Source: an optimization exercise on an open RTL-to-GDS flow (aim: small area, a short achievable clock period and few clock cycles). Production flows keep margins and buffers that such runs may drop.
In this exercise RTL edits were held to simulation tests only and were not proved equivalent to the original.

--- flow/design.v ---
typedef enum logic [2:0] {
	S_IDLE,
	S_ENABLE_UART_RX,
	S_WAIT_UART_RX,
	S_M1,
	S_M2
} top_state_type;
typedef enum logic [1:0] {
	S_RXC_IDLE,
	S_RXC_SYNC,
	S_RXC_ASSEMBLE_DATA,
	S_RXC_STOP_BIT
} RX_Controller_state_type;
typedef enum logic [2:0] {
	S_US_IDLE,
	S_US_STRIP_FILE_HEADER_1,
	S_US_STRIP_FILE_HEADER_2,
	S_US_START_FIRST_BYTE_RECEIVE,
	S_US_WRITE_FIRST_BYTE,
	S_US_START_SECOND_BYTE_RECEIVE,
	S_US_WRITE_SECOND_BYTE
} UART_SRAM_state_type;
typedef enum logic [3:0] {
	S_VS_WAIT_NEW_PIXEL_ROW,
	S_VS_NEW_PIXEL_ROW_DELAY_1,
	S_VS_NEW_PIXEL_ROW_DELAY_2,
	S_VS_NEW_PIXEL_ROW_DELAY_3,
	S_VS_NEW_PIXEL_ROW_DELAY_4,
	S_VS_NEW_PIXEL_ROW_DELAY_5,
	S_VS_FETCH_PIXEL_DATA_0,
	S_VS_FETCH_PIXEL_DATA_1,
	S_VS_FETCH_PIXEL_DATA_2,
	S_VS_FETCH_PIXEL_DATA_3
} VGA_SRAM_state_type;
typedef enum logic [5:0] {
	STATE_IDLE,
	STATE_00,
	STATE_01,
	STATE_02,
	STATE_03,
	STATE_04,
	STATE_05,
	STATE_06,
	STATE_07,
	STATE_08,
	STATE_09,
	STATE_10,
	STATE_11,
	STATE_12,
	STATE_13,
	STATE_14,
	STATE_15,
	STATE_16,
	STATE_17,
	STATE_18,
	STATE_19,
	STATE_20,
	STATE_21,
	STATE_22
} M1_STATE_type;
typedef enum logic [5:0] {
	STATE_2_IDLE,
	S_INIT_00,
	S_INIT_01,
	S_INIT_02,
	S_FETCH_S,
	S_COMPUTE_T,
	S_COMMON_1,
	S_COMMON_2,
	S_COMPUTE_S,
	S_WRITE_S,
	S_PRE_IDLE,
	STATE_PRE_IDLE
} M2_STATE_type;
`timescale 1ns/100ps
`default_nettype none
module fundamental_milestone (
		input logic Clock_50,
		input logic Resetn,
		input logic m1_enable,
		input logic [15:0] SRAM_read_data,
		output logic [15:0] SRAM_write_data,
		output logic SRAM_we_n,
		output logic [17:0] SRAM_address,
		output logic m1_disable
		);
localparam [17:0] OFFSET_U = 18'd38400,
                  OFFSET_V = 18'd57600,
                  OFFSET_RGB = 18'd146944;
localparam [16:0] LAST_RGB = 17'd115199;
logic        running;
logic [3:0]  ph;         
logic [1:0]  warm;       
logic [6:0]  col;        
logic [14:0] uvp;        
logic [15:0] yp;         
logic [16:0] wp;         
logic [7:0]  us [0:6];   
logic [7:0]  vs [0:6];   
logic [15:0] ybuf;
logic signed [9:0] fu, fv;
logic [7:0]  px_y;
logic signed [9:0] px_u, px_v;
logic [7:0]  q_r, q_g, q_b;
logic [15:0] hold;
logic        f_isv, f_pre;
logic [7:0]  t [0:5];
logic [7:0]  c [0:5];
logic        first_col, col78, last_col;
always_comb begin
	f_isv = (ph == 4'd2) || (ph == 4'd7);
	f_pre = (ph == 4'd6) || (ph == 4'd7);
	for (int i = 0; i < 6; i++) begin
		if (f_isv) t[i] = f_pre ? vs[i+1] : vs[i];
		else       t[i] = f_pre ? us[i+1] : us[i];
	end
	if (f_pre) begin
		first_col = (col == 7'd79);
		col78     = 1'b0;
		last_col  = (col == 7'd78);
	end else begin
		first_col = (col == 7'd0);
		col78     = (col == 7'd78);
		last_col  = (col == 7'd79);
	end
	for (int i = 0; i < 6; i++) c[i] = t[i];
	if (f_pre) begin
		if (first_col) begin c[0] = t[2]; c[1] = t[2]; end
		if (last_col)  begin c[4] = t[3]; c[5] = t[3]; end
	end else begin
		if (first_col) c[0] = t[1];
		if (col78)     c[5] = t[4];
		if (last_col)  begin c[3] = t[2]; c[4] = t[2]; c[5] = t[2]; end
	end
end
logic [8:0]  p1, p2, p3;
logic signed [18:0] fsum;
logic signed [9:0]  fout;
assign p1 = {1'b0, c[0]} + {1'b0, c[5]};
assign p2 = {1'b0, c[1]} + {1'b0, c[4]};
assign p3 = {1'b0, c[2]} + {1'b0, c[3]};
logic signed [18:0] sp1, sp2, sp3;
assign sp1 = {10'd0, p1};
assign sp2 = {10'd0, p2};
assign sp3 = {10'd0, p3};
assign fsum = sp1 * 19'sd21 - sp2 * 19'sd52 + sp3 * 19'sd159 + 19'sd128;
assign fout = fsum[17:8];
logic signed [8:0]  yd;
logic signed [9:0]  ud, vd;
logic signed [26:0] yt, sr, sg, sb;
assign yd = {1'b0, px_y} - 9'd16;
assign ud = px_u - 10'sd128;
assign vd = px_v - 10'sd128;
assign yt = yd * 27'sd76284;
assign sr = yt + vd * 27'sd104595;
assign sg = yt - ud * 27'sd25624 - vd * 27'sd53281;
assign sb = yt + ud * 27'sd132251;
function automatic [7:0] clip(input logic signed [26:0] x);
	clip = x[26] ? 8'd0 : (|x[25:24]) ? 8'd255 : x[23:16];
endfunction
logic wr_en;
assign wr_en = (warm == 2'd3);
always_ff @(posedge Clock_50 or negedge Resetn) begin
	if (!Resetn) begin
		running <= 1'b0;
		SRAM_we_n <= 1'b1;
		m1_disable <= 1'b0;
		ph <= 4'd0;
		warm <= 2'd0;
		col <= 7'd0;
	end else begin
		m1_disable <= 1'b0;
		if (!running) begin
			SRAM_we_n <= 1'b1;
			if (m1_enable) begin
				running <= 1'b1;
				ph <= 4'd6;
				warm <= 2'd0;
				col <= 7'd77;
			end
		end else begin
			ph <= (ph == 4'd9) ? 4'd0 : ph + 4'd1;
			if (ph == 4'd9) begin
				if (warm != 2'd3) warm <= warm + 2'd1;
				col <= (col == 7'd79) ? 7'd0 : col + 7'd1;
			end
			case (ph)
				4'd1, 4'd2, 4'd3, 4'd6, 4'd7, 4'd8: SRAM_we_n <= ~wr_en;
				default: SRAM_we_n <= 1'b1;
			endcase
			if (ph == 4'd8 && wr_en && wp == LAST_RGB) begin
				m1_disable <= 1'b1;
				running <= 1'b0;
			end
		end
	end
end
always_ff @(posedge Clock_50) begin
	if (!running) begin
		uvp <= 15'd0;
		yp <= 16'hFFFD;
		wp <= 17'd0;
		SRAM_address <= OFFSET_V;
	end else begin
		case (ph)
			4'd9, 4'd4: begin
				SRAM_address <= {2'b00, yp};
				yp <= yp + 16'd1;
			end
			4'd0: begin
				SRAM_address <= OFFSET_U + {3'b000, uvp};
				uvp <= uvp + 15'd1;
			end
			4'd5: SRAM_address <= OFFSET_V + {3'b000, uvp};
			default: begin
				SRAM_address <= OFFSET_RGB + {1'b0, wp};
				if (wr_en) wp <= wp + 17'd1;
			end
		endcase
	end
	if (ph == 4'd2 || ph == 4'd7) ybuf <= SRAM_read_data;
	if (ph == 4'd3) begin
		for (int i = 0; i < 5; i++) us[i] <= us[i+2];
		us[5] <= SRAM_read_data[15:8];
		us[6] <= SRAM_read_data[7:0];
	end
	if (ph == 4'd8) begin
		for (int i = 0; i < 5; i++) vs[i] <= vs[i+2];
		vs[5] <= SRAM_read_data[15:8];
		vs[6] <= SRAM_read_data[7:0];
	end
	if (ph == 4'd4 || ph == 4'd6) fu <= fout;
	if (ph == 4'd2 || ph == 4'd7) fv <= fout;
	case (ph)
		4'd9: begin px_y <= ybuf[15:8]; px_u <= {2'b00, us[3]}; px_v <= {2'b00, vs[1]}; end
		4'd0: begin px_y <= ybuf[7:0];  px_u <= fu;             px_v <= fv;             end
		4'd4: begin px_y <= ybuf[15:8]; px_u <= {2'b00, us[2]}; px_v <= {2'b00, vs[2]}; end
		default: begin px_y <= ybuf[7:0]; px_u <= fu;           px_v <= fv;             end
	endcase
	q_r <= clip(sr);
	q_g <= clip(sg);
	q_b <= clip(sb);
	case (ph)
		4'd1, 4'd6: begin SRAM_write_data <= {q_r, q_g}; hold <= {8'd0, q_b}; end
		4'd2, 4'd7: begin SRAM_write_data <= {hold[7:0], q_r}; hold <= {q_g, q_b}; end
		default:    SRAM_write_data <= hold;
	endcase
end
endmodule
--- flow/run.sh ---
#!/bin/bash
# synth_recipe.tcl (not shown) runs the flow's synth.tcl, then flattens the netlist and writes it again
# the make line also repeats each setting of config.mk as NAME=value (left out here)
make -C /OpenROAD-flow-scripts/flow DESIGN_CONFIG=/design/flow/config.mk WORK_HOME=/design/flow/orfs CLKGATE_MAP_FILE= SYNTH_SCRIPT=/design/flow/synth_recipe.tcl finish
--- flow/config.mk ---
export PLATFORM = sky130hd
export DESIGN_NAME = fundamental_milestone
export DESIGN_NICKNAME = fundamental_milestone
export VERILOG_FILES = /design/flow/design.v
export SDC_FILE = /design/flow/constraint.sdc
export NUM_CORES = 4
export LEC_CHECK = 0
export CAP_MARGIN = 20
export CORE_MARGIN = 2
export CORE_UTILIZATION = 40
export PLACE_DENSITY = 0.6
export SLEW_MARGIN = 20
--- flow/constraint.sdc ---
create_clock -name core_clock -period 16.0 [get_ports {Clock_50}]
set_input_delay 3.2000 -clock core_clock [delete_from_list [all_inputs] [get_ports {Clock_50}]]
set_output_delay 3.2000 -clock core_clock [all_outputs]
set_load 0.01 [all_outputs]
==> key figures <==
Hold path
  – Hold Path Class: register to register

Synthesis
  – Xor/xnor share of the synthesized area: 0.0479
  – Mapped Area: 31600 um^2
  – Syn_nets: 4105
  – Adder-Cell Fraction of Synth Area: 0.384
  – Seq/Total Area, Yosys: 0.254
  – Largest family of logic cells by synthesized area: adder cells
  – YS warnings: 5
  – Yosys reg bits: 314
  – Post-synthesis compound-gate area fraction: 0.118
  – Average size of a mapped cell: 9.68 um^2
  – Predominant post-synthesis flop cell: edfxtp_1
  – Ys async rst share: 0.0510
  – Synth Area in Simple Gates: 0.103
  – Post-synth EDFFs: 164
  – Synth cell types: 80
  – Cells after Synth: 3263
  – Multiplexer share of the synthesized area: 0.0147

Clocking
  – Hold buffers post-CTS: 0
  – H-tree depth: 2
  – CTS max path bufs: 3
  – CTS buffer count: 34
  – Worst-Skew Late Latency: 540 ps
  – Clk slew on worst S/H paths: 80 ps
  – CTS tree: yes
  – Setup bufs post-CTS: 0
  – Post-CTS sizing: 0
  – Num Clock Sinks: 314
  – CTS root buf: clkbuf_16

Cells and area
  – Syn-to-layout area delta: 9.10%
  – Core Util, Final: 0.438
  – Final nets: 4142
  – Design area: 34500 um^2
  – Leading cell type in the layout, fill and taps excluded: inv_1
  – Fill count: 7677
  – Layout Cells excl Fill: 4378
  – Most frequent cells in the layout: inv_1 (587), ha_1 (578), nand2_1 (294)
  – Layout cells sized above 1: 0.0355

Floorplanning
  – Die X: 285 um
  – Die area: 81200 um^2
  – Starting Density: 0.402
  – Die Y-Extent: 285 um
  – Core area: 78600 um^2
  – IO Pins: 55
  – Std cell rows: 103

STA
  – Setup TNS Final: 0 ps
  – Fmax: 94.1 MHz
  – Worst Clk Skew: 29.0 ps
  – Post-route clock period utilization: 0.664
  – Min cycle time layout: 10620 ps
  – RSZ-0062 raised after global routing: no
  – Final setup viols: 0
  – Worst-Margin Slew: 1000 ps
  – Final Hold Viols: 0
  – Fin. max-slew vios: 0
  – Final Hold Slack: 394 ps
  – Final worst slack: 5380 ps
  – Rel. slew slack: 0.329

Route
  – Pre-antenna DRT Iters: 5
  – Antenna viol nets, final: 0
  – Count of unresolved DRC violations after routing: 0
  – Iter 0 DRT Violations: 1293
  – Via density: 5.10
  – Via count of the routed design: 22300
  – Final wirelength: 73.7 mm
  – Drt wl/cell: 16.8 um

Worst setup path
  – Top delay family on crit path: adder cells
  – Worst-path maximum fanout: 80
  – Critical path capture point type: register
  – Crit start category: register
  – Worst path bufs/invs: 8
  – Crit Path Class: register to register
  – Worst path max stage delay: 830 ps
  – Crit path top cell by count: ha_1
  – Req. time, crit path: 16260 ps
  – Crit-path slowest cell: buf_4
  – Arr. time, crit path: 10890 ps

GRT
  – First-pass GRT wire length: 118 mm
  – GRT Overall Usage: 0.182
  – Largest net degree at the start of global routing: 83
  – Number of global-route vias before repair: 22100
  – Initial antenna violation count: 2
  – Overflow after GRT: 0

Run status
  – Status: finished clean

Placed design
  – Hpwl dp: 59.7 mm
  – DP Cell Count: 4314
  – Worst slack, placed: 5410 ps
  – Routability cong.: 0.867
  – DP Area: 33300 um^2
  – Port Buffers: 54

Flow run
  – Max-cap viol count: 0
[per-layer routing]
metal  global-route usage  part of all wire  up-vias
li1                     -                 -    11100
met1                0.255              0.47    10700
met2                0.299              0.46      407
met3               0.0202             0.041       89
met4               0.0484             0.024        0
met5                    0                 0        -
[worst register-to-register path: cells and delay by family (launching register included)]
| family | cells | cell delay, ps |
|---|---|---|
| adder cells (fa/ha/maj) | 10 | 3620 |
| AO/OA/AOI/OAI | 11 | 2380 |
| buffers and inverters | 8 | 1860 |
| flip-flops | 1 | 710 |
| AND/OR/NAND/NOR | 4 | 660 |
| XOR/XNOR | 4 | 620 |
| multiplexers | 1 | 510 |
[final cells by class]
class                   count  area (um^2)  area share
flip-flops and latches    314         8010       0.232
well taps                1050         1310      0.0381
clock inverters            17          184     0.00534
clock buffers              45          913      0.0265
diodes                      2         5.00    0.000145
multi-input cells        2287        21100       0.613
inverters                 588         2210      0.0641
repair buffers             75          698      0.0203
[path summary, 6_finish.rpt]
path / from / end / slack [ps] / cells after the start
worst max-delay path: ph[1] / fv[9] / 5380 / 38
worst min-delay path: q_b[6] / hold[6] / 390 / 0
worst max register to register: ph[1] / fv[9] / 5380 / 38
worst min register to register: q_b[6] / hold[6] / 390 / 0
max in group asynchronous: Resetn / col[1] / 12310 / 1
min in group asynchronous: Resetn / m1_disable / 3150 / 1
[synth_stat cells (17+ instances only)]
cell type / instances / area, um^2
edfxtp_1: 164 / 4920
a22oi_1: 53 / 398
o21bai_1: 25 / 188
o21ai_0: 78 / 390
xnor2_1: 106 / 928
o21a_1: 22 / 165
dfxtp_1: 134 / 2680
a211oi_1: 50 / 375
nand3_1: 64 / 320
o211ai_1: 18 / 135
buf_2: 18 / 90.1
nand2b_1: 17 / 106
a31oi_1: 49 / 307
inv_1: 587 / 2200
ha_1: 578 / 7230
a21o_1: 40 / 300
and2_1: 59 / 369
nand2_1: 295 / 1110
nor2_1: 127 / 477
xor2_1: 65 / 569
fa_1: 245 / 4900
a21oi_1: 142 / 711
o21ai_1: 17 / 85.1
and3_1: 19 / 119
nor3_1: 27 / 135
clkbuf_1: 51 / 191
[flip-flops by register name (all words and copies together) (netlist names), 10 cells and up]
register,flops
px_u,10
px_v,10
us,56
yp,16
hold,16
uvp,15
fu,10
wp,17
SRAM_write_data,16
ybuf,16
fv,10
vs,56
SRAM_address,18
[cell families (layout without fill, tap and decap cells)]
| group | count (synthesis) | after routing |
|---|---|---|
| buffers and inverters | 662 | 725 |
| adder cells (fa/ha/maj) | 823 | 823 |
| AO/OA/AOI/OAI | 570 | 570 |
| XOR/XNOR | 172 | 172 |
| other | 0 | 2 |
| multiplexers | 35 | 35 |
| flip-flops | 314 | 314 |
| AND/OR/NAND/NOR | 687 | 687 |
Testbench counts, summed over its fixed seeds: cycles 1,536,200.

## afterwards: timing with drivers on the ports
No port has a modelled driver above. Below, the same layout with a new extraction and two added sets of constraints.
Step 1 (the two cells are an assumption about what drives the block):
set clk [get_ports {Clock_50}]
set_driving_cell -lib_cell sky130_fd_sc_hd__clkbuf_16 $clk
set_driving_cell -lib_cell sky130_fd_sc_hd__buf_2 [delete_from_list [all_inputs] $clk]
Step 2 also shifts input and output timing later by t, the mid clock arrival at the registers, as if the neighbouring blocks saw the same clock.
a / b / c = ideal ports / drivers / drivers and shift; a / b = the first two.
t (ns): 0.577
setup WS [ns]: 5.375 / 5.375 / 5.375
worst hold slack (ns): 0.394 / 0.394 / 0.394
worst setup path at the end: register to register
slew at the worst register clock pin (ns): 0.08 / 0.08
After both steps this run still meets setup and hold. The setup slack of this run moves by 0.000 ns with the drivers and by 0.000 ns with both steps.
